Context: an optimization exercise on an open-source flow, tuned for small area, a short achievable clock period and few clock cycles per item. The choices shown serve that exercise and are no tape-out recipe. No functional check of the RTL was part of any run shown here. Power and IR drop assume default switching activity.

===== flow/design.v =====
module fp_carpma(
    input clk_i, rst_i, en_i,
    input [31:0] x1_i, x2_i,
    output [31:0] sonuc_o,
    output done_o
    );
  wire nz1 = |x1_i;
  wire nz2 = |x2_i;
  wire [23:0] ma = {nz1, x1_i[22:0]};
  wire [23:0] mb = {nz2, x2_i[22:0]};
  wire [25:0] bx = {2'b00, mb};
  wire [11:0] ng, one, two;
  genvar g;
  generate for (g = 0; g < 12; g = g + 1) begin : bd
    wire b0 = (g == 0) ? 1'b0 : bx[2*g-1];
    wire b1 = bx[2*g];
    wire b2 = bx[2*g+1];
    assign ng[g] = b2;
    assign one[g] = b1 ^ b0;
    assign two[g] = (b2 & ~b1 & ~b0) | (~b2 & b1 & b0);
  end endgenerate
  wire [24:0] bp0 = (({1'b0, ma} & {25{one[0]}}) | ({ma, 1'b0} & {25{two[0]}})) ^ {25{ng[0]}};
  wire [24:0] bp1 = (({1'b0, ma} & {25{one[1]}}) | ({ma, 1'b0} & {25{two[1]}})) ^ {25{ng[1]}};
  wire [24:0] bp2 = (({1'b0, ma} & {25{one[2]}}) | ({ma, 1'b0} & {25{two[2]}})) ^ {25{ng[2]}};
  wire [24:0] bp3 = (({1'b0, ma} & {25{one[3]}}) | ({ma, 1'b0} & {25{two[3]}})) ^ {25{ng[3]}};
  wire [24:0] bp4 = (({1'b0, ma} & {25{one[4]}}) | ({ma, 1'b0} & {25{two[4]}})) ^ {25{ng[4]}};
  wire [24:0] bp5 = (({1'b0, ma} & {25{one[5]}}) | ({ma, 1'b0} & {25{two[5]}})) ^ {25{ng[5]}};
  wire [24:0] bp6 = (({1'b0, ma} & {25{one[6]}}) | ({ma, 1'b0} & {25{two[6]}})) ^ {25{ng[6]}};
  wire [24:0] bp7 = (({1'b0, ma} & {25{one[7]}}) | ({ma, 1'b0} & {25{two[7]}})) ^ {25{ng[7]}};
  wire [24:0] bp8 = (({1'b0, ma} & {25{one[8]}}) | ({ma, 1'b0} & {25{two[8]}})) ^ {25{ng[8]}};
  wire [24:0] bp9 = (({1'b0, ma} & {25{one[9]}}) | ({ma, 1'b0} & {25{two[9]}})) ^ {25{ng[9]}};
  wire [24:0] bp10 = (({1'b0, ma} & {25{one[10]}}) | ({ma, 1'b0} & {25{two[10]}})) ^ {25{ng[10]}};
  wire [24:0] bp11 = (({1'b0, ma} & {25{one[11]}}) | ({ma, 1'b0} & {25{two[11]}})) ^ {25{ng[11]}};
  wire [23:0] r12 = ma & {24{mb[23]}};
  wire fs0 = ng[1] ^ bp0[2] ^ bp1[0];
  wire fc0 = (ng[1] & bp0[2]) | (ng[1] & bp1[0]) | (bp0[2] & bp1[0]);
  wire fs1 = ng[2] ^ bp0[4] ^ bp1[2];
  wire fc1 = (ng[2] & bp0[4]) | (ng[2] & bp1[2]) | (bp0[4] & bp1[2]);
  wire fs2 = bp0[5] ^ bp1[3] ^ bp2[1];
  wire fc2 = (bp0[5] & bp1[3]) | (bp0[5] & bp2[1]) | (bp1[3] & bp2[1]);
  wire fs3 = ng[3] ^ bp0[6] ^ bp1[4];
  wire fc3 = (ng[3] & bp0[6]) | (ng[3] & bp1[4]) | (bp0[6] & bp1[4]);
  wire fs4 = bp0[7] ^ bp1[5] ^ bp2[3];
  wire fc4 = (bp0[7] & bp1[5]) | (bp0[7] & bp2[3]) | (bp1[5] & bp2[3]);
  wire fs5 = ng[4] ^ bp0[8] ^ bp1[6];
  wire fc5 = (ng[4] & bp0[8]) | (ng[4] & bp1[6]) | (bp0[8] & bp1[6]);
  wire fs6 = bp2[4] ^ bp3[2] ^ bp4[0];
  wire fc6 = (bp2[4] & bp3[2]) | (bp2[4] & bp4[0]) | (bp3[2] & bp4[0]);
  wire fs7 = bp0[9] ^ bp1[7] ^ bp2[5];
  wire fc7 = (bp0[9] & bp1[7]) | (bp0[9] & bp2[5]) | (bp1[7] & bp2[5]);
  wire fs8 = ng[5] ^ bp0[10] ^ bp1[8];
  wire fc8 = (ng[5] & bp0[10]) | (ng[5] & bp1[8]) | (bp0[10] & bp1[8]);
  wire fs9 = bp2[6] ^ bp3[4] ^ bp4[2];
  wire fc9 = (bp2[6] & bp3[4]) | (bp2[6] & bp4[2]) | (bp3[4] & bp4[2]);
  wire fs10 = bp0[11] ^ bp1[9] ^ bp2[7];
  wire fc10 = (bp0[11] & bp1[9]) | (bp0[11] & bp2[7]) | (bp1[9] & bp2[7]);
  wire fs11 = bp3[5] ^ bp4[3] ^ bp5[1];
  wire fc11 = (bp3[5] & bp4[3]) | (bp3[5] & bp5[1]) | (bp4[3] & bp5[1]);
  wire hs0 = ng[6] ^ bp0[12];
  wire hc0 = ng[6] & bp0[12];
  wire hs1 = ng[8] ^ bp0[16];
  wire hc1 = ng[8] & bp0[16];
  wire hs2 = bp0[17] ^ bp1[15];
  wire hc2 = bp0[17] & bp1[15];
  wire fs12 = ng[9] ^ bp0[18] ^ bp1[16];
  wire fc12 = (ng[9] & bp0[18]) | (ng[9] & bp1[16]) | (bp0[18] & bp1[16]);
  wire hs3 = bp2[14] ^ bp3[12];
  wire hc3 = bp2[14] & bp3[12];
  wire fs13 = bp0[19] ^ bp1[17] ^ bp2[15];
  wire fc13 = (bp0[19] & bp1[17]) | (bp0[19] & bp2[15]) | (bp1[17] & bp2[15]);
  wire hs4 = bp3[13] ^ bp4[11];
  wire hc4 = bp3[13] & bp4[11];
  wire fs14 = ng[10] ^ bp0[20] ^ bp10[0];
  wire fc14 = (ng[10] & bp0[20]) | (ng[10] & bp10[0]) | (bp0[20] & bp10[0]);
  wire fs15 = bp1[18] ^ bp2[16] ^ bp3[14];
  wire fc15 = (bp1[18] & bp2[16]) | (bp1[18] & bp3[14]) | (bp2[16] & bp3[14]);
  wire hs5 = bp4[12] ^ bp5[10];
  wire hc5 = bp4[12] & bp5[10];
  wire fs16 = bp0[21] ^ bp10[1] ^ bp1[19];
  wire fc16 = (bp0[21] & bp10[1]) | (bp0[21] & bp1[19]) | (bp10[1] & bp1[19]);
  wire fs17 = bp2[17] ^ bp3[15] ^ bp4[13];
  wire fc17 = (bp2[17] & bp3[15]) | (bp2[17] & bp4[13]) | (bp3[15] & bp4[13]);
  wire hs6 = bp5[11] ^ bp6[9];
  wire hc6 = bp5[11] & bp6[9];
  wire fs18 = ng[11] ^ bp0[22] ^ bp10[2];
  wire fc18 = (ng[11] & bp0[22]) | (ng[11] & bp10[2]) | (bp0[22] & bp10[2]);
  wire fs19 = bp11[0] ^ bp1[20] ^ bp2[18];
  wire fc19 = (bp11[0] & bp1[20]) | (bp11[0] & bp2[18]) | (bp1[20] & bp2[18]);
  wire fs20 = bp3[16] ^ bp4[14] ^ bp5[12];
  wire fc20 = (bp3[16] & bp4[14]) | (bp3[16] & bp5[12]) | (bp4[14] & bp5[12]);
  wire hs7 = bp6[10] ^ bp7[8];
  wire hc7 = bp6[10] & bp7[8];
  wire fs21 = bp0[23] ^ bp10[3] ^ bp11[1];
  wire fc21 = (bp0[23] & bp10[3]) | (bp0[23] & bp11[1]) | (bp10[3] & bp11[1]);
  wire fs22 = bp1[21] ^ bp2[19] ^ bp3[17];
  wire fc22 = (bp1[21] & bp2[19]) | (bp1[21] & bp3[17]) | (bp2[19] & bp3[17]);
  wire fs23 = bp4[15] ^ bp5[13] ^ bp6[11];
  wire fc23 = (bp4[15] & bp5[13]) | (bp4[15] & bp6[11]) | (bp5[13] & bp6[11]);
  wire hs8 = bp7[9] ^ bp8[7];
  wire hc8 = bp7[9] & bp8[7];
  wire fs24 = r12[0] ^ bp0[24] ^ bp10[4];
  wire fc24 = (r12[0] & bp0[24]) | (r12[0] & bp10[4]) | (bp0[24] & bp10[4]);
  wire fs25 = bp11[2] ^ bp1[22] ^ bp2[20];
  wire fc25 = (bp11[2] & bp1[22]) | (bp11[2] & bp2[20]) | (bp1[22] & bp2[20]);
  wire fs26 = bp3[18] ^ bp4[16] ^ bp5[14];
  wire fc26 = (bp3[18] & bp4[16]) | (bp3[18] & bp5[14]) | (bp4[16] & bp5[14]);
  wire fs27 = bp6[12] ^ bp7[10] ^ bp8[8];
  wire fc27 = (bp6[12] & bp7[10]) | (bp6[12] & bp8[8]) | (bp7[10] & bp8[8]);
  wire fs28 = ng[0] ^ r12[1] ^ bp10[5];
  wire fc28 = (ng[0] & r12[1]) | (ng[0] & bp10[5]) | (r12[1] & bp10[5]);
  wire fs29 = bp11[3] ^ bp1[23] ^ bp2[21];
  wire fc29 = (bp11[3] & bp1[23]) | (bp11[3] & bp2[21]) | (bp1[23] & bp2[21]);
  wire fs30 = bp3[19] ^ bp4[17] ^ bp5[15];
  wire fc30 = (bp3[19] & bp4[17]) | (bp3[19] & bp5[15]) | (bp4[17] & bp5[15]);
  wire fs31 = bp6[13] ^ bp7[11] ^ bp8[9];
  wire fc31 = (bp6[13] & bp7[11]) | (bp6[13] & bp8[9]) | (bp7[11] & bp8[9]);
  wire fs32 = ng[0] ^ r12[2] ^ bp10[6];
  wire fc32 = (ng[0] & r12[2]) | (ng[0] & bp10[6]) | (r12[2] & bp10[6]);
  wire fs33 = bp11[4] ^ bp1[24] ^ bp2[22];
  wire fc33 = (bp11[4] & bp1[24]) | (bp11[4] & bp2[22]) | (bp1[24] & bp2[22]);
  wire fs34 = bp3[20] ^ bp4[18] ^ bp5[16];
  wire fc34 = (bp3[20] & bp4[18]) | (bp3[20] & bp5[16]) | (bp4[18] & bp5[16]);
  wire fs35 = bp6[14] ^ bp7[12] ^ bp8[10];
  wire fc35 = (bp6[14] & bp7[12]) | (bp6[14] & bp8[10]) | (bp7[12] & bp8[10]);
  wire fs36 = r12[3] ^ ~ng[0] ^ ~ng[1];
  wire fc36 = (r12[3] & ~ng[0]) | (r12[3] & ~ng[1]) | (~ng[0] & ~ng[1]);
  wire fs37 = bp10[7] ^ bp11[5] ^ bp2[23];
  wire fc37 = (bp10[7] & bp11[5]) | (bp10[7] & bp2[23]) | (bp11[5] & bp2[23]);
  wire fs38 = bp3[21] ^ bp4[19] ^ bp5[17];
  wire fc38 = (bp3[21] & bp4[19]) | (bp3[21] & bp5[17]) | (bp4[19] & bp5[17]);
  wire fs39 = bp6[15] ^ bp7[13] ^ bp8[11];
  wire fc39 = (bp6[15] & bp7[13]) | (bp6[15] & bp8[11]) | (bp7[13] & bp8[11]);
  wire fs40 = 1'b1 ^ r12[4] ^ bp10[8];
  wire fc40 = (1'b1 & r12[4]) | (1'b1 & bp10[8]) | (r12[4] & bp10[8]);
  wire fs41 = bp11[6] ^ bp2[24] ^ bp3[22];
  wire fc41 = (bp11[6] & bp2[24]) | (bp11[6] & bp3[22]) | (bp2[24] & bp3[22]);
  wire fs42 = bp4[20] ^ bp5[18] ^ bp6[16];
  wire fc42 = (bp4[20] & bp5[18]) | (bp4[20] & bp6[16]) | (bp5[18] & bp6[16]);
  wire hs9 = bp7[14] ^ bp8[12];
  wire hc9 = bp7[14] & bp8[12];
  wire fs43 = r12[5] ^ ~ng[2] ^ bp10[9];
  wire fc43 = (r12[5] & ~ng[2]) | (r12[5] & bp10[9]) | (~ng[2] & bp10[9]);
  wire fs44 = bp11[7] ^ bp3[23] ^ bp4[21];
  wire fc44 = (bp11[7] & bp3[23]) | (bp11[7] & bp4[21]) | (bp3[23] & bp4[21]);
  wire fs45 = bp5[19] ^ bp6[17] ^ bp7[15];
  wire fc45 = (bp5[19] & bp6[17]) | (bp5[19] & bp7[15]) | (bp6[17] & bp7[15]);
  wire fs46 = 1'b1 ^ r12[6] ^ bp10[10];
  wire fc46 = (1'b1 & r12[6]) | (1'b1 & bp10[10]) | (r12[6] & bp10[10]);
  wire fs47 = bp11[8] ^ bp3[24] ^ bp4[22];
  wire fc47 = (bp11[8] & bp3[24]) | (bp11[8] & bp4[22]) | (bp3[24] & bp4[22]);
  wire hs10 = bp5[20] ^ bp6[18];
  wire hc10 = bp5[20] & bp6[18];
  wire fs48 = r12[7] ^ ~ng[3] ^ bp10[11];
  wire fc48 = (r12[7] & ~ng[3]) | (r12[7] & bp10[11]) | (~ng[3] & bp10[11]);
  wire fs49 = bp11[9] ^ bp4[23] ^ bp5[21];
  wire fc49 = (bp11[9] & bp4[23]) | (bp11[9] & bp5[21]) | (bp4[23] & bp5[21]);
  wire fs50 = 1'b1 ^ r12[8] ^ bp10[12];
  wire fc50 = (1'b1 & r12[8]) | (1'b1 & bp10[12]) | (r12[8] & bp10[12]);
  wire hs11 = bp11[10] ^ bp4[24];
  wire hc11 = bp11[10] & bp4[24];
  wire fs51 = r12[9] ^ ~ng[4] ^ bp10[13];
  wire fc51 = (r12[9] & ~ng[4]) | (r12[9] & bp10[13]) | (~ng[4] & bp10[13]);
  wire hs12 = 1'b1 ^ r12[10];
  wire hc12 = 1'b1 & r12[10];
  wire fs52 = bp0[3] ^ bp1[1] ^ fc0;
  wire fc52 = (bp0[3] & bp1[1]) | (bp0[3] & fc0) | (bp1[1] & fc0);
  wire fs53 = bp2[2] ^ bp3[0] ^ fc2;
  wire fc53 = (bp2[2] & bp3[0]) | (bp2[2] & fc2) | (bp3[0] & fc2);
  wire fs54 = bp3[1] ^ fc3 ^ fs4;
  wire fc54 = (bp3[1] & fc3) | (bp3[1] & fs4) | (fc3 & fs4);
  wire fs55 = fc4 ^ fs5 ^ fs6;
  wire fc55 = (fc4 & fs5) | (fc4 & fs6) | (fs5 & fs6);
  wire fs56 = bp3[3] ^ bp4[1] ^ fc5;
  wire fc56 = (bp3[3] & bp4[1]) | (bp3[3] & fc5) | (bp4[1] & fc5);
  wire fs57 = bp5[0] ^ fc7 ^ fs8;
  wire fc57 = (bp5[0] & fc7) | (bp5[0] & fs8) | (fc7 & fs8);
  wire fs58 = fc8 ^ fc9 ^ fs10;
  wire fc58 = (fc8 & fc9) | (fc8 & fs10) | (fc9 & fs10);
  wire fs59 = bp1[10] ^ bp2[8] ^ bp3[6];
  wire fc59 = (bp1[10] & bp2[8]) | (bp1[10] & bp3[6]) | (bp2[8] & bp3[6]);
  wire fs60 = bp4[4] ^ bp5[2] ^ bp6[0];
  wire fc60 = (bp4[4] & bp5[2]) | (bp4[4] & bp6[0]) | (bp5[2] & bp6[0]);
  wire fs61 = bp0[13] ^ bp1[11] ^ bp2[9];
  wire fc61 = (bp0[13] & bp1[11]) | (bp0[13] & bp2[9]) | (bp1[11] & bp2[9]);
  wire fs62 = bp3[7] ^ bp4[5] ^ bp5[3];
  wire fc62 = (bp3[7] & bp4[5]) | (bp3[7] & bp5[3]) | (bp4[5] & bp5[3]);
  wire fs63 = ng[7] ^ bp0[14] ^ bp1[12];
  wire fc63 = (ng[7] & bp0[14]) | (ng[7] & bp1[12]) | (bp0[14] & bp1[12]);
  wire fs64 = bp2[10] ^ bp3[8] ^ bp4[6];
  wire fc64 = (bp2[10] & bp3[8]) | (bp2[10] & bp4[6]) | (bp3[8] & bp4[6]);
  wire hs13 = bp5[4] ^ bp6[2];
  wire hc13 = bp5[4] & bp6[2];
  wire fs65 = bp0[15] ^ bp1[13] ^ bp2[11];
  wire fc65 = (bp0[15] & bp1[13]) | (bp0[15] & bp2[11]) | (bp1[13] & bp2[11]);
  wire fs66 = bp3[9] ^ bp4[7] ^ bp5[5];
  wire fc66 = (bp3[9] & bp4[7]) | (bp3[9] & bp5[5]) | (bp4[7] & bp5[5]);
  wire hs14 = bp6[3] ^ bp7[1];
  wire hc14 = bp6[3] & bp7[1];
  wire fs67 = bp1[14] ^ bp2[12] ^ bp3[10];
  wire fc67 = (bp1[14] & bp2[12]) | (bp1[14] & bp3[10]) | (bp2[12] & bp3[10]);
  wire fs68 = bp4[8] ^ bp5[6] ^ bp6[4];
  wire fc68 = (bp4[8] & bp5[6]) | (bp4[8] & bp6[4]) | (bp5[6] & bp6[4]);
  wire fs69 = bp7[2] ^ bp8[0] ^ hs1;
  wire fc69 = (bp7[2] & bp8[0]) | (bp7[2] & hs1) | (bp8[0] & hs1);
  wire fs70 = bp2[13] ^ bp3[11] ^ bp4[9];
  wire fc70 = (bp2[13] & bp3[11]) | (bp2[13] & bp4[9]) | (bp3[11] & bp4[9]);
  wire fs71 = bp5[7] ^ bp6[5] ^ bp7[3];
  wire fc71 = (bp5[7] & bp6[5]) | (bp5[7] & bp7[3]) | (bp6[5] & bp7[3]);
  wire fs72 = bp8[1] ^ hc1 ^ hs2;
  wire fc72 = (bp8[1] & hc1) | (bp8[1] & hs2) | (hc1 & hs2);
  wire fs73 = bp4[10] ^ bp5[8] ^ bp6[6];
  wire fc73 = (bp4[10] & bp5[8]) | (bp4[10] & bp6[6]) | (bp5[8] & bp6[6]);
  wire fs74 = bp7[4] ^ bp8[2] ^ bp9[0];
  wire fc74 = (bp7[4] & bp8[2]) | (bp7[4] & bp9[0]) | (bp8[2] & bp9[0]);
  wire fs75 = hc2 ^ hs3 ^ fs12;
  wire fc75 = (hc2 & hs3) | (hc2 & fs12) | (hs3 & fs12);
  wire fs76 = bp5[9] ^ bp6[7] ^ bp7[5];
  wire fc76 = (bp5[9] & bp6[7]) | (bp5[9] & bp7[5]) | (bp6[7] & bp7[5]);
  wire fs77 = bp8[3] ^ bp9[1] ^ hc3;
  wire fc77 = (bp8[3] & bp9[1]) | (bp8[3] & hc3) | (bp9[1] & hc3);
  wire fs78 = hs4 ^ fc12 ^ fs13;
  wire fc78 = (hs4 & fc12) | (hs4 & fs13) | (fc12 & fs13);
  wire fs79 = bp6[8] ^ bp7[6] ^ bp8[4];
  wire fc79 = (bp6[8] & bp7[6]) | (bp6[8] & bp8[4]) | (bp7[6] & bp8[4]);
  wire fs80 = bp9[2] ^ hc4 ^ hs5;
  wire fc80 = (bp9[2] & hc4) | (bp9[2] & hs5) | (hc4 & hs5);
  wire fs81 = fc13 ^ fs14 ^ fs15;
  wire fc81 = (fc13 & fs14) | (fc13 & fs15) | (fs14 & fs15);
  wire fs82 = bp7[7] ^ bp8[5] ^ bp9[3];
  wire fc82 = (bp7[7] & bp8[5]) | (bp7[7] & bp9[3]) | (bp8[5] & bp9[3]);
  wire fs83 = hc5 ^ hs6 ^ fc14;
  wire fc83 = (hc5 & hs6) | (hc5 & fc14) | (hs6 & fc14);
  wire fs84 = fc15 ^ fs16 ^ fs17;
  wire fc84 = (fc15 & fs16) | (fc15 & fs17) | (fs16 & fs17);
  wire fs85 = bp8[6] ^ bp9[4] ^ hc6;
  wire fc85 = (bp8[6] & bp9[4]) | (bp8[6] & hc6) | (bp9[4] & hc6);
  wire fs86 = hs7 ^ fc16 ^ fc17;
  wire fc86 = (hs7 & fc16) | (hs7 & fc17) | (fc16 & fc17);
  wire fs87 = fs18 ^ fs19 ^ fs20;
  wire fc87 = (fs18 & fs19) | (fs18 & fs20) | (fs19 & fs20);
  wire fs88 = bp9[5] ^ hc7 ^ hs8;
  wire fc88 = (bp9[5] & hc7) | (bp9[5] & hs8) | (hc7 & hs8);
  wire fs89 = fc18 ^ fc19 ^ fc20;
  wire fc89 = (fc18 & fc19) | (fc18 & fc20) | (fc19 & fc20);
  wire fs90 = fs21 ^ fs22 ^ fs23;
  wire fc90 = (fs21 & fs22) | (fs21 & fs23) | (fs22 & fs23);
  wire fs91 = bp9[6] ^ hc8 ^ fc21;
  wire fc91 = (bp9[6] & hc8) | (bp9[6] & fc21) | (hc8 & fc21);
  wire fs92 = fc22 ^ fc23 ^ fs24;
  wire fc92 = (fc22 & fc23) | (fc22 & fs24) | (fc23 & fs24);
  wire fs93 = fs25 ^ fs26 ^ fs27;
  wire fc93 = (fs25 & fs26) | (fs25 & fs27) | (fs26 & fs27);
  wire fs94 = bp9[7] ^ fc24 ^ fc25;
  wire fc94 = (bp9[7] & fc24) | (bp9[7] & fc25) | (fc24 & fc25);
  wire fs95 = fc26 ^ fc27 ^ fs28;
  wire fc95 = (fc26 & fc27) | (fc26 & fs28) | (fc27 & fs28);
  wire fs96 = fs29 ^ fs30 ^ fs31;
  wire fc96 = (fs29 & fs30) | (fs29 & fs31) | (fs30 & fs31);
  wire fs97 = bp9[8] ^ fc28 ^ fc29;
  wire fc97 = (bp9[8] & fc28) | (bp9[8] & fc29) | (fc28 & fc29);
  wire fs98 = fc30 ^ fc31 ^ fs32;
  wire fc98 = (fc30 & fc31) | (fc30 & fs32) | (fc31 & fs32);
  wire fs99 = fs33 ^ fs34 ^ fs35;
  wire fc99 = (fs33 & fs34) | (fs33 & fs35) | (fs34 & fs35);
  wire fs100 = bp9[9] ^ fs36 ^ fc32;
  wire fc100 = (bp9[9] & fs36) | (bp9[9] & fc32) | (fs36 & fc32);
  wire fs101 = fc33 ^ fc34 ^ fc35;
  wire fc101 = (fc33 & fc34) | (fc33 & fc35) | (fc34 & fc35);
  wire fs102 = fs37 ^ fs38 ^ fs39;
  wire fc102 = (fs37 & fs38) | (fs37 & fs39) | (fs38 & fs39);
  wire fs103 = bp9[10] ^ fc36 ^ hs9;
  wire fc103 = (bp9[10] & fc36) | (bp9[10] & hs9) | (fc36 & hs9);
  wire fs104 = fc37 ^ fc38 ^ fc39;
  wire fc104 = (fc37 & fc38) | (fc37 & fc39) | (fc38 & fc39);
  wire fs105 = fs40 ^ fs41 ^ fs42;
  wire fc105 = (fs40 & fs41) | (fs40 & fs42) | (fs41 & fs42);
  wire fs106 = bp8[13] ^ bp9[11] ^ hc9;
  wire fc106 = (bp8[13] & bp9[11]) | (bp8[13] & hc9) | (bp9[11] & hc9);
  wire fs107 = fc40 ^ fc41 ^ fc42;
  wire fc107 = (fc40 & fc41) | (fc40 & fc42) | (fc41 & fc42);
  wire fs108 = fs43 ^ fs44 ^ fs45;
  wire fc108 = (fs43 & fs44) | (fs43 & fs45) | (fs44 & fs45);
  wire fs109 = bp7[16] ^ bp8[14] ^ bp9[12];
  wire fc109 = (bp7[16] & bp8[14]) | (bp7[16] & bp9[12]) | (bp8[14] & bp9[12]);
  wire fs110 = hs10 ^ fc43 ^ fc44;
  wire fc110 = (hs10 & fc43) | (hs10 & fc44) | (fc43 & fc44);
  wire fs111 = fc45 ^ fs46 ^ fs47;
  wire fc111 = (fc45 & fs46) | (fc45 & fs47) | (fs46 & fs47);
  wire fs112 = bp6[19] ^ bp7[17] ^ bp8[15];
  wire fc112 = (bp6[19] & bp7[17]) | (bp6[19] & bp8[15]) | (bp7[17] & bp8[15]);
  wire fs113 = bp9[13] ^ hc10 ^ fc46;
  wire fc113 = (bp9[13] & hc10) | (bp9[13] & fc46) | (hc10 & fc46);
  wire fs114 = fc47 ^ fs48 ^ fs49;
  wire fc114 = (fc47 & fs48) | (fc47 & fs49) | (fs48 & fs49);
  wire fs115 = bp5[22] ^ bp6[20] ^ bp7[18];
  wire fc115 = (bp5[22] & bp6[20]) | (bp5[22] & bp7[18]) | (bp6[20] & bp7[18]);
  wire fs116 = bp8[16] ^ bp9[14] ^ hs11;
  wire fc116 = (bp8[16] & bp9[14]) | (bp8[16] & hs11) | (bp9[14] & hs11);
  wire fs117 = fc48 ^ fc49 ^ fs50;
  wire fc117 = (fc48 & fc49) | (fc48 & fs50) | (fc49 & fs50);
  wire fs118 = bp11[11] ^ bp5[23] ^ bp6[21];
  wire fc118 = (bp11[11] & bp5[23]) | (bp11[11] & bp6[21]) | (bp5[23] & bp6[21]);
  wire fs119 = bp7[19] ^ bp8[17] ^ bp9[15];
  wire fc119 = (bp7[19] & bp8[17]) | (bp7[19] & bp9[15]) | (bp8[17] & bp9[15]);
  wire fs120 = hc11 ^ fc50 ^ fs51;
  wire fc120 = (hc11 & fc50) | (hc11 & fs51) | (fc50 & fs51);
  wire fs121 = bp10[14] ^ bp11[12] ^ bp5[24];
  wire fc121 = (bp10[14] & bp11[12]) | (bp10[14] & bp5[24]) | (bp11[12] & bp5[24]);
  wire fs122 = bp6[22] ^ bp7[20] ^ bp8[18];
  wire fc122 = (bp6[22] & bp7[20]) | (bp6[22] & bp8[18]) | (bp7[20] & bp8[18]);
  wire fs123 = bp9[16] ^ hs12 ^ fc51;
  wire fc123 = (bp9[16] & hs12) | (bp9[16] & fc51) | (hs12 & fc51);
  wire fs124 = r12[11] ^ ~ng[5] ^ bp10[15];
  wire fc124 = (r12[11] & ~ng[5]) | (r12[11] & bp10[15]) | (~ng[5] & bp10[15]);
  wire fs125 = bp11[13] ^ bp6[23] ^ bp7[21];
  wire fc125 = (bp11[13] & bp6[23]) | (bp11[13] & bp7[21]) | (bp6[23] & bp7[21]);
  wire fs126 = bp8[19] ^ bp9[17] ^ hc12;
  wire fc126 = (bp8[19] & bp9[17]) | (bp8[19] & hc12) | (bp9[17] & hc12);
  wire fs127 = 1'b1 ^ r12[12] ^ bp10[16];
  wire fc127 = (1'b1 & r12[12]) | (1'b1 & bp10[16]) | (r12[12] & bp10[16]);
  wire fs128 = bp11[14] ^ bp6[24] ^ bp7[22];
  wire fc128 = (bp11[14] & bp6[24]) | (bp11[14] & bp7[22]) | (bp6[24] & bp7[22]);
  wire hs15 = bp8[20] ^ bp9[18];
  wire hc15 = bp8[20] & bp9[18];
  wire fs129 = r12[13] ^ ~ng[6] ^ bp10[17];
  wire fc129 = (r12[13] & ~ng[6]) | (r12[13] & bp10[17]) | (~ng[6] & bp10[17]);
  wire fs130 = bp11[15] ^ bp7[23] ^ bp8[21];
  wire fc130 = (bp11[15] & bp7[23]) | (bp11[15] & bp8[21]) | (bp7[23] & bp8[21]);
  wire fs131 = 1'b1 ^ r12[14] ^ bp10[18];
  wire fc131 = (1'b1 & r12[14]) | (1'b1 & bp10[18]) | (r12[14] & bp10[18]);
  wire hs16 = bp11[16] ^ bp7[24];
  wire hc16 = bp11[16] & bp7[24];
  wire fs132 = r12[15] ^ ~ng[7] ^ bp10[19];
  wire fc132 = (r12[15] & ~ng[7]) | (r12[15] & bp10[19]) | (~ng[7] & bp10[19]);
  wire hs17 = 1'b1 ^ r12[16];
  wire hc17 = 1'b1 & r12[16];
  wire fs133 = bp2[0] ^ fs1 ^ fc52;
  wire fc133 = (bp2[0] & fs1) | (bp2[0] & fc52) | (fs1 & fc52);
  wire fs134 = fc6 ^ fs7 ^ fc55;
  wire fc134 = (fc6 & fs7) | (fc6 & fc55) | (fs7 & fc55);
  wire fs135 = fs9 ^ fc56 ^ fs57;
  wire fc135 = (fs9 & fc56) | (fs9 & fs57) | (fc56 & fs57);
  wire fs136 = fs11 ^ fc57 ^ fs58;
  wire fc136 = (fs11 & fc57) | (fs11 & fs58) | (fc57 & fs58);
  wire fs137 = hs0 ^ fc10 ^ fc11;
  wire fc137 = (hs0 & fc10) | (hs0 & fc11) | (fc10 & fc11);
  wire hs18 = fs59 ^ fs60;
  wire hc18 = fs59 & fs60;
  wire fs138 = bp6[1] ^ hc0 ^ fc59;
  wire fc138 = (bp6[1] & hc0) | (bp6[1] & fc59) | (hc0 & fc59);
  wire fs139 = fc60 ^ fs61 ^ fs62;
  wire fc139 = (fc60 & fs61) | (fc60 & fs62) | (fs61 & fs62);
  wire fs140 = bp7[0] ^ hs13 ^ fc61;
  wire fc140 = (bp7[0] & hs13) | (bp7[0] & fc61) | (hs13 & fc61);
  wire fs141 = fc62 ^ fs63 ^ fs64;
  wire fc141 = (fc62 & fs63) | (fc62 & fs64) | (fs63 & fs64);
  wire fs142 = hc13 ^ hs14 ^ fc63;
  wire fc142 = (hc13 & hs14) | (hc13 & fc63) | (hs14 & fc63);
  wire fs143 = fc64 ^ fs65 ^ fs66;
  wire fc143 = (fc64 & fs65) | (fc64 & fs66) | (fs65 & fs66);
  wire fs144 = hc14 ^ fc65 ^ fc66;
  wire fc144 = (hc14 & fc65) | (hc14 & fc66) | (fc65 & fc66);
  wire fs145 = fs67 ^ fs68 ^ fs69;
  wire fc145 = (fs67 & fs68) | (fs67 & fs69) | (fs68 & fs69);
  wire fs146 = fc67 ^ fc68 ^ fs70;
  wire fc146 = (fc67 & fc68) | (fc67 & fs70) | (fc68 & fs70);
  wire fs147 = fs71 ^ fc69 ^ fs72;
  wire fc147 = (fs71 & fc69) | (fs71 & fs72) | (fc69 & fs72);
  wire fs148 = fc70 ^ fc71 ^ fs73;
  wire fc148 = (fc70 & fc71) | (fc70 & fs73) | (fc71 & fs73);
  wire fs149 = fs74 ^ fc72 ^ fs75;
  wire fc149 = (fs74 & fc72) | (fs74 & fs75) | (fc72 & fs75);
  wire fs150 = fc73 ^ fc74 ^ fs76;
  wire fc150 = (fc73 & fc74) | (fc73 & fs76) | (fc74 & fs76);
  wire fs151 = fs77 ^ fc75 ^ fs78;
  wire fc151 = (fs77 & fc75) | (fs77 & fs78) | (fc75 & fs78);
  wire fs152 = fc76 ^ fs79 ^ fc77;
  wire fc152 = (fc76 & fs79) | (fc76 & fc77) | (fs79 & fc77);
  wire fs153 = fs80 ^ fc78 ^ fs81;
  wire fc153 = (fs80 & fc78) | (fs80 & fs81) | (fc78 & fs81);
  wire fs154 = fc79 ^ fs82 ^ fc80;
  wire fc154 = (fc79 & fs82) | (fc79 & fc80) | (fs82 & fc80);
  wire fs155 = fc81 ^ fs83 ^ fs84;
  wire fc155 = (fc81 & fs83) | (fc81 & fs84) | (fs83 & fs84);
  wire fs156 = fc82 ^ fs85 ^ fc83;
  wire fc156 = (fc82 & fs85) | (fc82 & fc83) | (fs85 & fc83);
  wire fs157 = fc84 ^ fs86 ^ fs87;
  wire fc157 = (fc84 & fs86) | (fc84 & fs87) | (fs86 & fs87);
  wire fs158 = fc85 ^ fs88 ^ fc86;
  wire fc158 = (fc85 & fs88) | (fc85 & fc86) | (fs88 & fc86);
  wire fs159 = fc87 ^ fs89 ^ fs90;
  wire fc159 = (fc87 & fs89) | (fc87 & fs90) | (fs89 & fs90);
  wire fs160 = fc88 ^ fc89 ^ fc90;
  wire fc160 = (fc88 & fc89) | (fc88 & fc90) | (fc89 & fc90);
  wire fs161 = fs91 ^ fs92 ^ fs93;
  wire fc161 = (fs91 & fs92) | (fs91 & fs93) | (fs92 & fs93);
  wire fs162 = fc91 ^ fc92 ^ fc93;
  wire fc162 = (fc91 & fc92) | (fc91 & fc93) | (fc92 & fc93);
  wire fs163 = fs94 ^ fs95 ^ fs96;
  wire fc163 = (fs94 & fs95) | (fs94 & fs96) | (fs95 & fs96);
  wire fs164 = fc94 ^ fc95 ^ fc96;
  wire fc164 = (fc94 & fc95) | (fc94 & fc96) | (fc95 & fc96);
  wire fs165 = fs97 ^ fs98 ^ fs99;
  wire fc165 = (fs97 & fs98) | (fs97 & fs99) | (fs98 & fs99);
  wire fs166 = fc97 ^ fc98 ^ fc99;
  wire fc166 = (fc97 & fc98) | (fc97 & fc99) | (fc98 & fc99);
  wire fs167 = fs100 ^ fs101 ^ fs102;
  wire fc167 = (fs100 & fs101) | (fs100 & fs102) | (fs101 & fs102);
  wire fs168 = fs103 ^ fc100 ^ fc101;
  wire fc168 = (fs103 & fc100) | (fs103 & fc101) | (fc100 & fc101);
  wire fs169 = fc102 ^ fs104 ^ fs105;
  wire fc169 = (fc102 & fs104) | (fc102 & fs105) | (fs104 & fs105);
  wire fs170 = fc103 ^ fs106 ^ fc104;
  wire fc170 = (fc103 & fs106) | (fc103 & fc104) | (fs106 & fc104);
  wire fs171 = fc105 ^ fs107 ^ fs108;
  wire fc171 = (fc105 & fs107) | (fc105 & fs108) | (fs107 & fs108);
  wire fs172 = fs109 ^ fc106 ^ fc107;
  wire fc172 = (fs109 & fc106) | (fs109 & fc107) | (fc106 & fc107);
  wire fs173 = fc108 ^ fs110 ^ fs111;
  wire fc173 = (fc108 & fs110) | (fc108 & fs111) | (fs110 & fs111);
  wire fs174 = fc109 ^ fs112 ^ fc110;
  wire fc174 = (fc109 & fs112) | (fc109 & fc110) | (fs112 & fc110);
  wire fs175 = fc111 ^ fs113 ^ fs114;
  wire fc175 = (fc111 & fs113) | (fc111 & fs114) | (fs113 & fs114);
  wire fs176 = fc112 ^ fs115 ^ fs116;
  wire fc176 = (fc112 & fs115) | (fc112 & fs116) | (fs115 & fs116);
  wire fs177 = fc113 ^ fc114 ^ fs117;
  wire fc177 = (fc113 & fc114) | (fc113 & fs117) | (fc114 & fs117);
  wire fs178 = fc115 ^ fs118 ^ fs119;
  wire fc178 = (fc115 & fs118) | (fc115 & fs119) | (fs118 & fs119);
  wire fs179 = fc116 ^ fc117 ^ fs120;
  wire fc179 = (fc116 & fc117) | (fc116 & fs120) | (fc117 & fs120);
  wire fs180 = fc118 ^ fc119 ^ fs121;
  wire fc180 = (fc118 & fc119) | (fc118 & fs121) | (fc119 & fs121);
  wire fs181 = fs122 ^ fc120 ^ fs123;
  wire fc181 = (fs122 & fc120) | (fs122 & fs123) | (fc120 & fs123);
  wire fs182 = fc121 ^ fc122 ^ fs124;
  wire fc182 = (fc121 & fc122) | (fc121 & fs124) | (fc122 & fs124);
  wire fs183 = fs125 ^ fs126 ^ fc123;
  wire fc183 = (fs125 & fs126) | (fs125 & fc123) | (fs126 & fc123);
  wire fs184 = hs15 ^ fc124 ^ fc125;
  wire fc184 = (hs15 & fc124) | (hs15 & fc125) | (fc124 & fc125);
  wire fs185 = fc126 ^ fs127 ^ fs128;
  wire fc185 = (fc126 & fs127) | (fc126 & fs128) | (fs127 & fs128);
  wire fs186 = bp9[19] ^ hc15 ^ fc127;
  wire fc186 = (bp9[19] & hc15) | (bp9[19] & fc127) | (hc15 & fc127);
  wire fs187 = fc128 ^ fs129 ^ fs130;
  wire fc187 = (fc128 & fs129) | (fc128 & fs130) | (fs129 & fs130);
  wire fs188 = bp8[22] ^ bp9[20] ^ hs16;
  wire fc188 = (bp8[22] & bp9[20]) | (bp8[22] & hs16) | (bp9[20] & hs16);
  wire fs189 = fc129 ^ fc130 ^ fs131;
  wire fc189 = (fc129 & fc130) | (fc129 & fs131) | (fc130 & fs131);
  wire fs190 = bp11[17] ^ bp8[23] ^ bp9[21];
  wire fc190 = (bp11[17] & bp8[23]) | (bp11[17] & bp9[21]) | (bp8[23] & bp9[21]);
  wire fs191 = hc16 ^ fc131 ^ fs132;
  wire fc191 = (hc16 & fc131) | (hc16 & fs132) | (fc131 & fs132);
  wire fs192 = bp10[20] ^ bp11[18] ^ bp8[24];
  wire fc192 = (bp10[20] & bp11[18]) | (bp10[20] & bp8[24]) | (bp11[18] & bp8[24]);
  wire fs193 = bp9[22] ^ hs17 ^ fc132;
  wire fc193 = (bp9[22] & hs17) | (bp9[22] & fc132) | (hs17 & fc132);
  wire fs194 = r12[17] ^ ~ng[8] ^ bp10[21];
  wire fc194 = (r12[17] & ~ng[8]) | (r12[17] & bp10[21]) | (~ng[8] & bp10[21]);
  wire fs195 = bp11[19] ^ bp9[23] ^ hc17;
  wire fc195 = (bp11[19] & bp9[23]) | (bp11[19] & hc17) | (bp9[23] & hc17);
  wire fs196 = 1'b1 ^ r12[18] ^ bp10[22];
  wire fc196 = (1'b1 & r12[18]) | (1'b1 & bp10[22]) | (r12[18] & bp10[22]);
  wire hs19 = bp11[20] ^ bp9[24];
  wire hc19 = bp11[20] & bp9[24];
  wire fs197 = r12[19] ^ ~ng[9] ^ bp10[23];
  wire fc197 = (r12[19] & ~ng[9]) | (r12[19] & bp10[23]) | (~ng[9] & bp10[23]);
  wire hs20 = 1'b1 ^ r12[20];
  wire hc20 = 1'b1 & r12[20];
  wire fs198 = fc1 ^ fs2 ^ fc133;
  wire fc198 = (fc1 & fs2) | (fc1 & fc133) | (fs2 & fc133);
  wire hs21 = hs18 ^ fc58;
  wire hc21 = hs18 & fc58;
  wire fs199 = hc18 ^ fc137 ^ fs138;
  wire fc199 = (hc18 & fc137) | (hc18 & fs138) | (fc137 & fs138);
  wire fs200 = fc138 ^ fc139 ^ fs140;
  wire fc200 = (fc138 & fc139) | (fc138 & fs140) | (fc139 & fs140);
  wire fs201 = fc140 ^ fc141 ^ fs142;
  wire fc201 = (fc140 & fc141) | (fc140 & fs142) | (fc141 & fs142);
  wire fs202 = fc142 ^ fc143 ^ fs144;
  wire fc202 = (fc142 & fc143) | (fc142 & fs144) | (fc143 & fs144);
  wire fs203 = fc144 ^ fs146 ^ fc145;
  wire fc203 = (fc144 & fs146) | (fc144 & fc145) | (fs146 & fc145);
  wire fs204 = fc146 ^ fs148 ^ fc147;
  wire fc204 = (fc146 & fs148) | (fc146 & fc147) | (fs148 & fc147);
  wire fs205 = fc148 ^ fs150 ^ fc149;
  wire fc205 = (fc148 & fs150) | (fc148 & fc149) | (fs150 & fc149);
  wire fs206 = fc150 ^ fs152 ^ fc151;
  wire fc206 = (fc150 & fs152) | (fc150 & fc151) | (fs152 & fc151);
  wire fs207 = fc152 ^ fs154 ^ fc153;
  wire fc207 = (fc152 & fs154) | (fc152 & fc153) | (fs154 & fc153);
  wire fs208 = fc154 ^ fs156 ^ fc155;
  wire fc208 = (fc154 & fs156) | (fc154 & fc155) | (fs156 & fc155);
  wire fs209 = fc156 ^ fs158 ^ fc157;
  wire fc209 = (fc156 & fs158) | (fc156 & fc157) | (fs158 & fc157);
  wire fs210 = fc158 ^ fc159 ^ fs160;
  wire fc210 = (fc158 & fc159) | (fc158 & fs160) | (fc159 & fs160);
  wire fs211 = fc160 ^ fc161 ^ fs162;
  wire fc211 = (fc160 & fc161) | (fc160 & fs162) | (fc161 & fs162);
  wire fs212 = fc162 ^ fc163 ^ fs164;
  wire fc212 = (fc162 & fc163) | (fc162 & fs164) | (fc163 & fs164);
  wire fs213 = fc164 ^ fc165 ^ fs166;
  wire fc213 = (fc164 & fc165) | (fc164 & fs166) | (fc165 & fs166);
  wire fs214 = fc166 ^ fs168 ^ fc167;
  wire fc214 = (fc166 & fs168) | (fc166 & fc167) | (fs168 & fc167);
  wire fs215 = fc168 ^ fs170 ^ fc169;
  wire fc215 = (fc168 & fs170) | (fc168 & fc169) | (fs170 & fc169);
  wire fs216 = fc170 ^ fs172 ^ fc171;
  wire fc216 = (fc170 & fs172) | (fc170 & fc171) | (fs172 & fc171);
  wire fs217 = fc172 ^ fs174 ^ fc173;
  wire fc217 = (fc172 & fs174) | (fc172 & fc173) | (fs174 & fc173);
  wire fs218 = fs176 ^ fc174 ^ fc175;
  wire fc218 = (fs176 & fc174) | (fs176 & fc175) | (fc174 & fc175);
  wire fs219 = fs178 ^ fc176 ^ fc177;
  wire fc219 = (fs178 & fc176) | (fs178 & fc177) | (fc176 & fc177);
  wire fs220 = fc178 ^ fs180 ^ fc179;
  wire fc220 = (fc178 & fs180) | (fc178 & fc179) | (fs180 & fc179);
  wire fs221 = fc180 ^ fs182 ^ fc181;
  wire fc221 = (fc180 & fs182) | (fc180 & fc181) | (fs182 & fc181);
  wire fs222 = fc182 ^ fs184 ^ fs185;
  wire fc222 = (fc182 & fs184) | (fc182 & fs185) | (fs184 & fs185);
  wire fs223 = fc184 ^ fc185 ^ fs186;
  wire fc223 = (fc184 & fc185) | (fc184 & fs186) | (fc185 & fs186);
  wire fs224 = fs188 ^ fc186 ^ fc187;
  wire fc224 = (fs188 & fc186) | (fs188 & fc187) | (fc186 & fc187);
  wire fs225 = fs190 ^ fc188 ^ fc189;
  wire fc225 = (fs190 & fc188) | (fs190 & fc189) | (fc188 & fc189);
  wire fs226 = fc190 ^ fs192 ^ fc191;
  wire fc226 = (fc190 & fs192) | (fc190 & fc191) | (fs192 & fc191);
  wire fs227 = fc192 ^ fs194 ^ fs195;
  wire fc227 = (fc192 & fs194) | (fc192 & fs195) | (fs194 & fs195);
  wire fs228 = hs19 ^ fc194 ^ fc195;
  wire fc228 = (hs19 & fc194) | (hs19 & fc195) | (fc194 & fc195);
  wire fs229 = bp11[21] ^ hc19 ^ fc196;
  wire fc229 = (bp11[21] & hc19) | (bp11[21] & fc196) | (hc19 & fc196);
  wire fs230 = bp10[24] ^ bp11[22] ^ hs20;
  wire fc230 = (bp10[24] & bp11[22]) | (bp10[24] & hs20) | (bp11[22] & hs20);
  wire fs231 = r12[21] ^ ~ng[10] ^ bp11[23];
  wire fc231 = (r12[21] & ~ng[10]) | (r12[21] & bp11[23]) | (~ng[10] & bp11[23]);
  wire hs22 = 1'b1 ^ r12[22];
  wire hc22 = 1'b1 & r12[22];
  wire fs232 = fs3 ^ fs53 ^ fc198;
  wire fc232 = (fs3 & fs53) | (fs3 & fc198) | (fs53 & fc198);
  wire hs23 = fc53 ^ fs54;
  wire hc23 = fc53 & fs54;
  wire hs24 = fc54 ^ fs55;
  wire hc24 = fc54 & fs55;
  wire hs25 = fs56 ^ fs134;
  wire hc25 = fs56 & fs134;
  wire hs26 = fc134 ^ fs135;
  wire hc26 = fc134 & fs135;
  wire hs27 = fc135 ^ fs136;
  wire hc27 = fc135 & fs136;
  wire fs233 = fs137 ^ hs21 ^ fc136;
  wire fc233 = (fs137 & hs21) | (fs137 & fc136) | (hs21 & fc136);
  wire fs234 = fs139 ^ hc21 ^ fs199;
  wire fc234 = (fs139 & hc21) | (fs139 & fs199) | (hc21 & fs199);
  wire fs235 = fs141 ^ fc199 ^ fs200;
  wire fc235 = (fs141 & fc199) | (fs141 & fs200) | (fc199 & fs200);
  wire fs236 = fs143 ^ fc200 ^ fs201;
  wire fc236 = (fs143 & fc200) | (fs143 & fs201) | (fc200 & fs201);
  wire fs237 = fs145 ^ fc201 ^ fs202;
  wire fc237 = (fs145 & fc201) | (fs145 & fs202) | (fc201 & fs202);
  wire fs238 = fs147 ^ fc202 ^ fs203;
  wire fc238 = (fs147 & fc202) | (fs147 & fs203) | (fc202 & fs203);
  wire fs239 = fs149 ^ fc203 ^ fs204;
  wire fc239 = (fs149 & fc203) | (fs149 & fs204) | (fc203 & fs204);
  wire fs240 = fs151 ^ fc204 ^ fs205;
  wire fc240 = (fs151 & fc204) | (fs151 & fs205) | (fc204 & fs205);
  wire fs241 = fs153 ^ fc205 ^ fs206;
  wire fc241 = (fs153 & fc205) | (fs153 & fs206) | (fc205 & fs206);
  wire fs242 = fs155 ^ fc206 ^ fs207;
  wire fc242 = (fs155 & fc206) | (fs155 & fs207) | (fc206 & fs207);
  wire fs243 = fs157 ^ fc207 ^ fs208;
  wire fc243 = (fs157 & fc207) | (fs157 & fs208) | (fc207 & fs208);
  wire fs244 = fs159 ^ fc208 ^ fs209;
  wire fc244 = (fs159 & fc208) | (fs159 & fs209) | (fc208 & fs209);
  wire fs245 = fs161 ^ fc209 ^ fs210;
  wire fc245 = (fs161 & fc209) | (fs161 & fs210) | (fc209 & fs210);
  wire fs246 = fs163 ^ fc210 ^ fs211;
  wire fc246 = (fs163 & fc210) | (fs163 & fs211) | (fc210 & fs211);
  wire fs247 = fs165 ^ fc211 ^ fs212;
  wire fc247 = (fs165 & fc211) | (fs165 & fs212) | (fc211 & fs212);
  wire fs248 = fs167 ^ fc212 ^ fs213;
  wire fc248 = (fs167 & fc212) | (fs167 & fs213) | (fc212 & fs213);
  wire fs249 = fs169 ^ fc213 ^ fs214;
  wire fc249 = (fs169 & fc213) | (fs169 & fs214) | (fc213 & fs214);
  wire fs250 = fs171 ^ fc214 ^ fs215;
  wire fc250 = (fs171 & fc214) | (fs171 & fs215) | (fc214 & fs215);
  wire fs251 = fs173 ^ fc215 ^ fs216;
  wire fc251 = (fs173 & fc215) | (fs173 & fs216) | (fc215 & fs216);
  wire fs252 = fs175 ^ fc216 ^ fs217;
  wire fc252 = (fs175 & fc216) | (fs175 & fs217) | (fc216 & fs217);
  wire fs253 = fs177 ^ fc217 ^ fs218;
  wire fc253 = (fs177 & fc217) | (fs177 & fs218) | (fc217 & fs218);
  wire fs254 = fs179 ^ fc218 ^ fs219;
  wire fc254 = (fs179 & fc218) | (fs179 & fs219) | (fc218 & fs219);
  wire fs255 = fs181 ^ fc219 ^ fs220;
  wire fc255 = (fs181 & fc219) | (fs181 & fs220) | (fc219 & fs220);
  wire fs256 = fs183 ^ fc220 ^ fs221;
  wire fc256 = (fs183 & fc220) | (fs183 & fs221) | (fc220 & fs221);
  wire fs257 = fc183 ^ fs222 ^ fc221;
  wire fc257 = (fc183 & fs222) | (fc183 & fc221) | (fs222 & fc221);
  wire fs258 = fs187 ^ fc222 ^ fs223;
  wire fc258 = (fs187 & fc222) | (fs187 & fs223) | (fc222 & fs223);
  wire fs259 = fs189 ^ fc223 ^ fs224;
  wire fc259 = (fs189 & fc223) | (fs189 & fs224) | (fc223 & fs224);
  wire fs260 = fs191 ^ fc224 ^ fs225;
  wire fc260 = (fs191 & fc224) | (fs191 & fs225) | (fc224 & fs225);
  wire fs261 = fs193 ^ fc225 ^ fs226;
  wire fc261 = (fs193 & fc225) | (fs193 & fs226) | (fc225 & fs226);
  wire fs262 = fc193 ^ fs227 ^ fc226;
  wire fc262 = (fc193 & fs227) | (fc193 & fc226) | (fs227 & fc226);
  wire fs263 = fs196 ^ fc227 ^ fs228;
  wire fc263 = (fs196 & fc227) | (fs196 & fs228) | (fc227 & fs228);
  wire fs264 = fs197 ^ fc228 ^ fs229;
  wire fc264 = (fs197 & fc228) | (fs197 & fs229) | (fc228 & fs229);
  wire fs265 = fc197 ^ fs230 ^ fc229;
  wire fc265 = (fc197 & fs230) | (fc197 & fc229) | (fs230 & fc229);
  wire fs266 = hc20 ^ fs231 ^ fc230;
  wire fc266 = (hc20 & fs231) | (hc20 & fc230) | (fs231 & fc230);
  wire fs267 = bp11[24] ^ hs22 ^ fc231;
  wire fc267 = (bp11[24] & hs22) | (bp11[24] & fc231) | (hs22 & fc231);
  wire fs268 = r12[23] ^ ~ng[11] ^ hc22;
  wire fc268 = (r12[23] & ~ng[11]) | (r12[23] & hc22) | (~ng[11] & hc22);
  wire [47:0] ts = {fs268, fs267, fs266, fc264, fc263, fs263, fc261, fc260, fc259, fc258, fs258, fc256, fc255, fc254, fc253, fc252, fc251, fc250, fc249, fc248, fc247, fc246, fc245, fc244, fc243, fc242, fc241, fc240, fc239, fc238, fc237, fc236, fc235, fc234, fc233, hc27, hc26, hc25, hc24, hc23, hs23, fs232, fs198, fs133, fs52, fs0, bp0[1], ng[0]};
  wire [47:0] tc = {fc267, fc266, fc265, fs265, fs264, fc262, fs262, fs261, fs260, fs259, fc257, fs257, fs256, fs255, fs254, fs253, fs252, fs251, fs250, fs249, fs248, fs247, fs246, fs245, fs244, fs243, fs242, fs241, fs240, fs239, fs238, fs237, fs236, fs235, fs234, fs233, hs27, hs26, hs25, hs24, fc232, 1'b0, 1'b0, 1'b0, 1'b0, 1'b0, 1'b0, bp0[0]};
  wire [12:0] lo_sum = ts[12-1:0] + tc[12-1:0];
  reg [35:0] s_q, c_q;
  reg cy_q;
  reg [7:0] e_q;
  reg sg_q;
  reg done_q;
  always @(posedge clk_i) begin
    s_q <= ts[47:12];
    c_q <= tc[47:12];
    cy_q <= lo_sum[12];
    e_q <= (nz1 & nz2) ? (x1_i[30:23] + x2_i[30:23] + 8'd129) : 8'd0;
    sg_q <= nz1 & nz2 & (x1_i[31] ^ x2_i[31]);
    done_q <= en_i & ~rst_i;
  end
  wire [36:0] r1 = {s_q, cy_q} + {c_q, cy_q};
  wire [24:0] r = r1[36:12];
  wire [22:0] man = r[24] ? r[23:1] : r[22:0];
  wire [7:0] e_inc = e_q + 8'd1;
  wire [7:0] e = r[24] ? e_inc : e_q;
  assign sonuc_o = {sg_q, e, man};
  assign done_o = done_q;
endmodule

===== flow/run.sh =====
#!/bin/bash
# synth_recipe.tcl (not shown) runs the flow's synth.tcl, then flattens the netlist and writes it again
# the make line also repeats each setting of config.mk as NAME=value (left out here)
make -C /OpenROAD-flow-scripts/flow DESIGN_CONFIG=/design/flow/config.mk WORK_HOME=/design/flow/orfs CLKGATE_MAP_FILE= SYNTH_SCRIPT=/design/flow/synth_recipe.tcl finish

===== flow/config.mk =====
export PLATFORM = sky130hd
export DESIGN_NAME = fp_carpma
export DESIGN_NICKNAME = fp_carpma
export VERILOG_FILES = /design/flow/design.v
export SDC_FILE = /design/flow/constraint.sdc
export NUM_CORES = 4
export LEC_CHECK = 0
export ABC_AREA = 1
export CAP_MARGIN = 20
export CORE_MARGIN = 2
export CORE_UTILIZATION = 40
export SETUP_SLACK_MARGIN = 3.5
export SLEW_MARGIN = 20

===== flow/constraint.sdc =====
create_clock -name core_clock -period 10.0 [get_ports {clk_i}]
set_input_delay 2.0000 -clock core_clock [delete_from_list [all_inputs] [get_ports {clk_i}]]
set_output_delay 2.0000 -clock core_clock [all_outputs]
set_load 0.01 [all_outputs]

==> results of run 1 <==
-- timing repair --
item / CTS / global route
setup buffers: 18 / 27
pin swaps: 2 / 7
resized for setup: 47 / 30
cloned: 7 / 2
endpoints found under the setup margin: 65 / 32
-- placed cells by master (no fill, tap or decap), types with 12 or more instances in the layout --
| master | instances |
|---|---|
| inv_1 | 433 |
| nand2_1 | 417 |
| xor2_1 | 268 |
| fa_1 | 260 |
| o22ai_1 | 241 |
| nor2_1 | 114 |
| clkdlybuf4s50_1 | 93 |
| ha_1 | 84 |
| dfxtp_1 | 83 |
| buf_4 | 79 |
| nand3_1 | 59 |
| a21oi_1 | 45 |
| o21ai_0 | 29 |
| clkinvlp_4 | 19 |
| o221ai_1 | 17 |
| or2_2 | 12 |
-- cell usage after synthesis, drive strengths merged (2+ instances only) --
| master | number | area share |
|---|---|---|
| inv | 454 | 0.097 |
| nand2 | 422 | 0.091 |
| xor2 | 268 | 0.13 |
| fa | 261 | 0.30 |
| o22ai | 241 | 0.086 |
| nor2 | 126 | 0.028 |
| ha | 84 | 0.060 |
| dfxtp | 83 | 0.095 |
| clkbuf | 74 | 0.016 |
| buf | 68 | 0.020 |
| nand3 | 59 | 0.017 |
| a21oi | 45 | 0.013 |
| o21ai | 31 | 0.0088 |
| o221ai | 22 | 0.013 |
| or2 | 15 | 0.0053 |
| nor4 | 11 | 0.0043 |
| nand4 | 8 | 0.0029 |
| clkinv | 7 | 0.0015 |
| nor3 | 6 | 0.0017 |
| o21bai | 6 | 0.0026 |
| xnor2 | 6 | 0.0030 |
| nand3b | 3 | 0.0013 |
| a31oi | 2 | 0.00071 |
| and2 | 2 | 0.00071 |
-- cell type report --
cell class	count	share of cell area
clock buffer	9	0.0113
clock inverter	7	0.00345
inverter	461	0.0897
multi-input combinational	1623	0.686
sequential	83	0.0834
tap	585	0.0367
timing repair buffer	187	0.0859
timing repair inverter	9	0.00314
-- power by group through the flow --
stage	registers (mW)	logic, mW	clock network, mW
3_5_place_dp	0.630	5.09	0
4_1_cts	0.625	5.13	0.333
6_report	0.623	5.15	0.323
2_1_floorplan	0.606	3.27	0
5_1_grt	0.639	5.86	0.347
3_3_place_gp	0.628	4.95	0
-- registers in the layout (all words and copies together) (netlist names) --
register,cells
s_q,36
c_q,36
done_q,1
cy_q,1
sg_q,1
e_q,8
-- logic make-up after synthesis --
family | Yosys count | synth area share
AND/OR/NAND/NOR | 654 | 0.152
buffers and inverters | 603 | 0.134
AO/OA/AOI/OAI | 350 | 0.125
adder cells (fa/ha/maj) | 345 | 0.358
XOR/XNOR | 274 | 0.137
flip-flops | 83 | 0.0947
-- critical path: stages --
cell	delay, ps
clkdlybuf4s50_1	580
nor4_4	390
nand4_1	250
nor2_4	220
inv_2	220
nand2_1	150
nand2_1	60
o21ai_0	200
fa_1	530
fa_1	420
fa_1	520
fa_1	540
inv_1	50
fa_1	460
-- per-stage QoR --
| stage | total power [mW] | util |
|---|---|---|
| detailed placement | 5.72 | 0.440 |
| floorplan | 3.88 | - |
| finish | 6.10 | 0.461 |
| global placement | 5.58 | 0.440 |
| CTS | 6.09 | 0.454 |
| global route | 6.85 | 0.461 |
-- worst min path at each step --
stage / slack [ps] / start / endpoint / cells after the start
floorplan: 2070 / rst_i / done_q / 1
global placement: 2530 / en_i / done_q / 3
detailed placement: 2530 / en_i / done_q / 3
CTS: 2160 / en_i / done_q / 3
global route: 2210 / rst_i / done_q / 2
finish: 2160 / en_i / done_q / 3
-- per-layer routing --
| layer | vias up | global-route usage | share of wire |
|---|---|---|---|
| met5 | - | 0 | 0.00020 |
| met4 | 2 | 0.110 | 0.046 |
| met3 | 192 | 0.0549 | 0.11 |
| met2 | 943 | 0.442 | 0.44 |
| met1 | 7855 | 0.388 | 0.41 |
| li1 | 7345 | - | - |
==> results.cfg, run 1 <==
[yosys]
synthArstFlopShare = 0
syn_nets = 2721
yosysUniqueCellTypes = 40
synth.avg_cell_area_um2 = 7.60
ys_ff_latch = 83
synth_seq_area_share = 0.0947
synth_ff_type = dfxtp_1
synth_area_um2 = 17600
syn_inst = 2309
yosysWarnings = 1
synth-edff-count = 0

[final_layout]
area_growth_pct = 13.5
nFillCells = 4389
nets = 2786
final_cell_area_um2 = 19900
diodes = 0
final_cells = 2964
regArea_um2 = 1660
drive_gt1_frac = 0.0748
multi_input_area_um2 = 13700

[worst_setup_path]
cp_max_fo = 18
path_class = primary input to register
critPathLaunchType = primary input
end_kind = register
endpoint = c_q[12]
required_ps = 10230
cp.arrival_ps = 6620
crit_start = x1_i[14]

[cts]
clkTransAtPathRegs_ps = 60
cts.htree.levels = 3
cts_buffers = 9
root_buffer = clkbuf_16
clockBufferDepth = 2
cts_tree = built
ctsHoldBuffers = 0
clock_sinks = 83

[placement]
port_buffers = 99
postPlaceCellArea_um2 = 19000
gp_congestion = 0.932
pre_cts_ws_ps = 1860
dpl.cell_count = 2894
dp_hpwl_mm = 46.8

[route]
drcViolationCount = 0
drtIter0Drc = 1726
wire_per_inst_um = 21.5
dr.pass1.iters = 6
ant_nets = 0
via_per_inst = 5.51
vias = 16300
postRouteWirelength_mm = 63.7

[floorplan]
die_h_um = 213
rows = 76
die_area_um2 = 45600
num_io_pins = 100
die_w_um = 213
core_um2 = 43200
initial_core_util = 0.407

[power]
pwr-share-clk = 0.053
p_int_mw = 2.77
power_density_nw_per_um2 = 306
power_leakage_nw = 9.93
peakVddDrop_v = 0.000251
p_seq_frac = 0.102
power_switching_mw = 3.32
netSwitchingFraction = 0.545
combinationalPowerShare = 0.845

[global_route]
grt_pass1_vias = 16300
grt_pass1_wl_mm = 96.9
grt_start_max_net_pins = 35
gr-total-overflow = 0
grt.total_usage = 0.283
antenna_found_initial = 3

[job]
maxCapViolations = 0

[timing]
period_share = 0.639
finalHoldViolCount = 0
final-setup-viol-count = 0
slew_headroom = 0.232
fin_crit_ps = 6390
fmax_ghz = 0.157
drv_slew = 0
postLayoutSetupSlackWorst_ps = 3610
max_slew.worst_pin.slew_ps = 1150
hold_ws_ps = 2160
setup_tns_ps = 0
grt_setup_unrepaired = yes

[hold_path]
holdCritPathClass = primary input to register

[run_status]
status = finished clean
==> inputs of run 2 (changes only) <==
--- a/flow/design.v
+++ b/flow/design.v
@@ -6,6 +6,5 @@
     );
-  wire nz1 = |x1_i;
-  wire nz2 = |x2_i;
-  wire [23:0] ma = {nz1, x1_i[22:0]};
-  wire [23:0] mb = {nz2, x2_i[22:0]};
+  wire zero = ~|x1_i | ~|x2_i;
+  wire [23:0] ma = {1'b1, x1_i[22:0]};
+  wire [23:0] mb = {1'b1, x2_i[22:0]};
   wire [25:0] bx = {2'b00, mb};
@@ -635,2 +634,3 @@
   reg sg_q;
+  reg z_q;
   reg done_q;
@@ -640,4 +640,5 @@
     cy_q <= lo_sum[12];
-    e_q <= (nz1 & nz2) ? (x1_i[30:23] + x2_i[30:23] + 8'd129) : 8'd0;
-    sg_q <= nz1 & nz2 & (x1_i[31] ^ x2_i[31]);
+    e_q <= x1_i[30:23] + x2_i[30:23] + 8'd129;
+    sg_q <= x1_i[31] ^ x2_i[31];
+    z_q <= zero;
     done_q <= en_i & ~rst_i;
@@ -649,3 +650,3 @@
   wire [7:0] e = r[24] ? e_inc : e_q;
-  assign sonuc_o = {sg_q, e, man};
+  assign sonuc_o = {sg_q, e, man} & {32{~z_q}};
   assign done_o = done_q;
==> flow/flow/run.sh (new file) <==
#!/bin/bash
set -uo pipefail
export BUFFER_PORTS_ARGS="-buffer_cell sky130_fd_sc_hd__buf_4"
export SYNTH_ARGS="-noabc"
bash standard.sh > flow.log 2>&1
==> flow/standard.sh (new file) <==
#!/bin/bash
# synth_recipe.tcl (not shown) runs the flow's synth.tcl, then flattens the netlist and writes it again
# the make line also repeats each setting of config.mk as NAME=value (left out here)
make -C /OpenROAD-flow-scripts/flow DESIGN_CONFIG=/design/flow/config.mk WORK_HOME=/design/flow/orfs CLKGATE_MAP_FILE= SYNTH_SCRIPT=/design/flow/synth_recipe.tcl "${@:-finish}"
--- a/flow/config.mk
+++ b/flow/config.mk
@@ -11,3 +11,3 @@
 export CORE_UTILIZATION = 40
-export SETUP_SLACK_MARGIN = 3.5
+export SETUP_SLACK_MARGIN = 4.75
 export SLEW_MARGIN = 20
removed: flow/run.sh
==> run 2 against run 1 <==
Maximum frequency grew 19%. Critical path depth is 5 higher. Routed wire length is 2.3% lower. Setup slack improved by 1000 ps. Count of clock-buffer cells in the layout is the same. Critical path type unchanged.
==> results.cfg, run 2 <==
[power]
power_density_nw_per_um2 = 309
power_leakage_nw = 9.05
total_power_mw = 6.19
peakVddDrop_v = 0.000189

[yosys]
post-synth-top-count-cell = nand2_1
synth.area.top_cells = fa_1, xor2_1, dfxtp_1, o22ai_1, nand2_1
synth_area_um2 = 16600
yosysWarnings = 1
ys_ff_latch = 84
synth_top_area_share = 0.315
synth_common_cells = nand2_1, xor2_1, o22ai_1
syn_nets = 2443
synth_area_leader_cell = fa_1
syn_inst = 2024
synth-edff-count = 0
synthArstFlopShare = 0
synth_ff_type = dfxtp_1
yosysUniqueCellTypes = 43
synth_seq_area_share = 0.101
synth.avg_cell_area_um2 = 8.22

[route]
via_per_inst = 5.79
postRouteWirelength_mm = 62.2
dr.pass1.iters = 6
drtIter0Drc = 1722
drcViolationCount = 0
ant_nets = 0
wire_per_inst_um = 23.8
vias = 15200

[floorplan]
die_area_um2 = 43200
die_h_um = 208
core_um2 = 40900
num_io_pins = 100
die_w_um = 208
rows = 74
initial_core_util = 0.406

[final_layout]
area_growth_pct = 20.4
diodes = 0
nets = 2501
reg_top3 = c_q: 36 flops, s_q: 36 flops, e_q: 8 flops
final_common_cell = nand2_1
layout_common_cells = nand2_1, xor2_1, o22ai_1
drive_gt1_frac = 0.197
nFillCells = 3838

[worst_setup_path]
required_ps = 10260
cp.arrival_ps = 5610
crit_start = x2_i[1]
path_class = primary input to register
critPathLaunchType = primary input
cp_max_fo = 7
end_kind = register
endpoint = cy_q

[timing]
fin_crit_ps = 5360
final-setup-viol-count = 0
fmax_ghz = 0.187
period_share = 0.536
setup_tns_ps = 0
max_slew.worst_pin.slew_ps = 881
drv_slew = 0
grt_setup_unrepaired = yes
finalHoldViolCount = 0
slew_headroom = 0.408

[cts]
ctsHoldBuffers = 0
cts.htree.levels = 3
cts_buffers = 9
root_buffer = clkbuf_16
cts_tree = built
clkTransAtPathRegs_ps = 80
clockBufferDepth = 2
clock_sinks = 84

[placement]
dp_hpwl_mm = 41.0
gp_congestion = 0.908
port_buffers = 99

[global_route]
grt.total_usage = 0.269
grt_start_max_net_pins = 32
grt_pass1_wl_mm = 89.3
grt_pass1_vias = 14900
antenna_found_initial = 0
gr-total-overflow = 0

[run_status]
status = finished clean

[hold_path]
holdCritStartpoint = rst_i
holdCritPathClass = primary input to register

[job]
maxCapViolations = 0
[run 2: changes by cell type in the layout (fill, tap and decap cells not counted), sizes merged, moves of 21 or more]
cell,before,now
buf,88,154
inv,447,239
clkdlybuf4s50,93,0
nand3,59,38
nand2,422,341
o221ai,22,0
o22ai,241,264
[run 2: metal layers]
metal	vias to the layer above	global-route usage	wire length, µm
li1	6683	-	-
met1	7424	0.353	24100
met2	893	0.424	28100
met3	173	0.0545	6730
met4	0	0.127	3340
met5	-	0	0
[run 2: where the power goes]
part	total, mW	internal (mW)	switching [mW]
registers	0.657	0.570	0.0875
logic	5.17	2.21	2.96
clock network	0.364	0.201	0.163
[run 2: critical path: stages]
cell and delay [ps]:
buf_16 120, nand2_4 70, inv_4 60, nor2_4 130
clkinvlp_4 120, buf_8 160, buf_4 130, o22ai_1 190
xor2_1 130, fa_1 450, fa_2 400, fa_1 440
ha_1 300, ha_1 310, a21oi_1 140, nor2_1 70
a211oi_2 170, o21a_1 160, o41ai_2 60
[run 2: layout make-up]
type / instances / area, µm² / area share
multi-input combinational: 1564 / 14400 / 0.721
timing repair buffer: 166 / 1840 / 0.0917
sequential: 84 / 1680 / 0.0840
inverter: 249 / 1040 / 0.0520
tap: 532 / 666 / 0.0332
clock buffer: 9 / 225 / 0.0112
clock inverter: 7 / 95.1 / 0.00475
timing repair inverter: 8 / 51.3 / 0.00256
[run 2: cells by family (layout without fill, tap and decap cells)]
kind of cell | count (synthesis) | count (layout) | synth area share
adder cells (fa/ha/maj) | 352 | 352 | 0.383
AND/OR/NAND/NOR | 570 | 573 | 0.146
XOR/XNOR | 284 | 284 | 0.150
flip-flops | 84 | 84 | 0.101
buffers and inverters | 383 | 439 | 0.0905
AO/OA/AOI/OAI | 351 | 355 | 0.130
[run 2: repair_timing]
action / in CTS / in global routing
gates cloned: 15 / 12
pin swaps: 19 / 44
setup endpoints to repair: 63 / 38
gates resized for setup: 120 / 97
setup buffers: 32 / 14
[run 2: stage by stage]
step                      cells  hold WS (ps)  utilization  worst slack [ps]  instance area, µm²
after floorplan            2024          2070            -              4610               17300
after global placement     2530          2160        0.438              3720               17900
after detailed placement   2530          2160        0.438              3510               17900
after CTS                  2593          1780        0.469              4700               19200
after global routing       2619          1790        0.489              4590               20000
final                      2619          1800        0.489              4640               20000
[run 2: worst min path at each step]
stage / to / slack [ps] / depth (start not counted)
2_1_floorplan: done_q / 2070 / 1
3_3_place_gp: done_q / 2160 / 2
3_5_place_dp: done_q / 2160 / 2
4_1_cts: done_q / 1780 / 2
5_1_grt: done_q / 1790 / 2
6_report: done_q / 1800 / 2

-- port drivers added, routing unchanged --
How much do the figures lean on ideal ports? The routed layouts below were timed once more, with nothing changed but the port constraints. Step 1 (the two cells are an assumption about what drives the block):
set clk [get_ports {clk_i}]
set_driving_cell -lib_cell sky130_fd_sc_hd__clkbuf_16 $clk
set_driving_cell -lib_cell sky130_fd_sc_hd__buf_2 [delete_from_list [all_inputs] $clk]
Step 2 adds t to the input delays and takes it off the output delays; t is the mean of the earliest and latest rising clock arrival at the registers after step 1. Input paths then give back, and output paths get back, about the clock's delay inside the block. a / b / c = ideal ports / drivers / drivers and shift; a / b = the first two.
run	shift t [ns]	setup WS [ns]	hold slack, ns	clock arrival spread, ns	slew at the worst register clock pin (ns)
run 1	0.397	3.610 / 3.620 / 3.223	2.163 / 2.138 / 2.535	0.007 / 0.008	0.07 / 0.07
run 2	0.403	4.643 / 4.604 / 4.201	1.797 / 1.773 / 2.176	0.020 / 0.020	0.08 / 0.08
After both steps setup and hold are still met in every run listed. The setup slack of run 2, which loses most, moves by -0.039 ns with the drivers and by -0.442 ns with both steps.
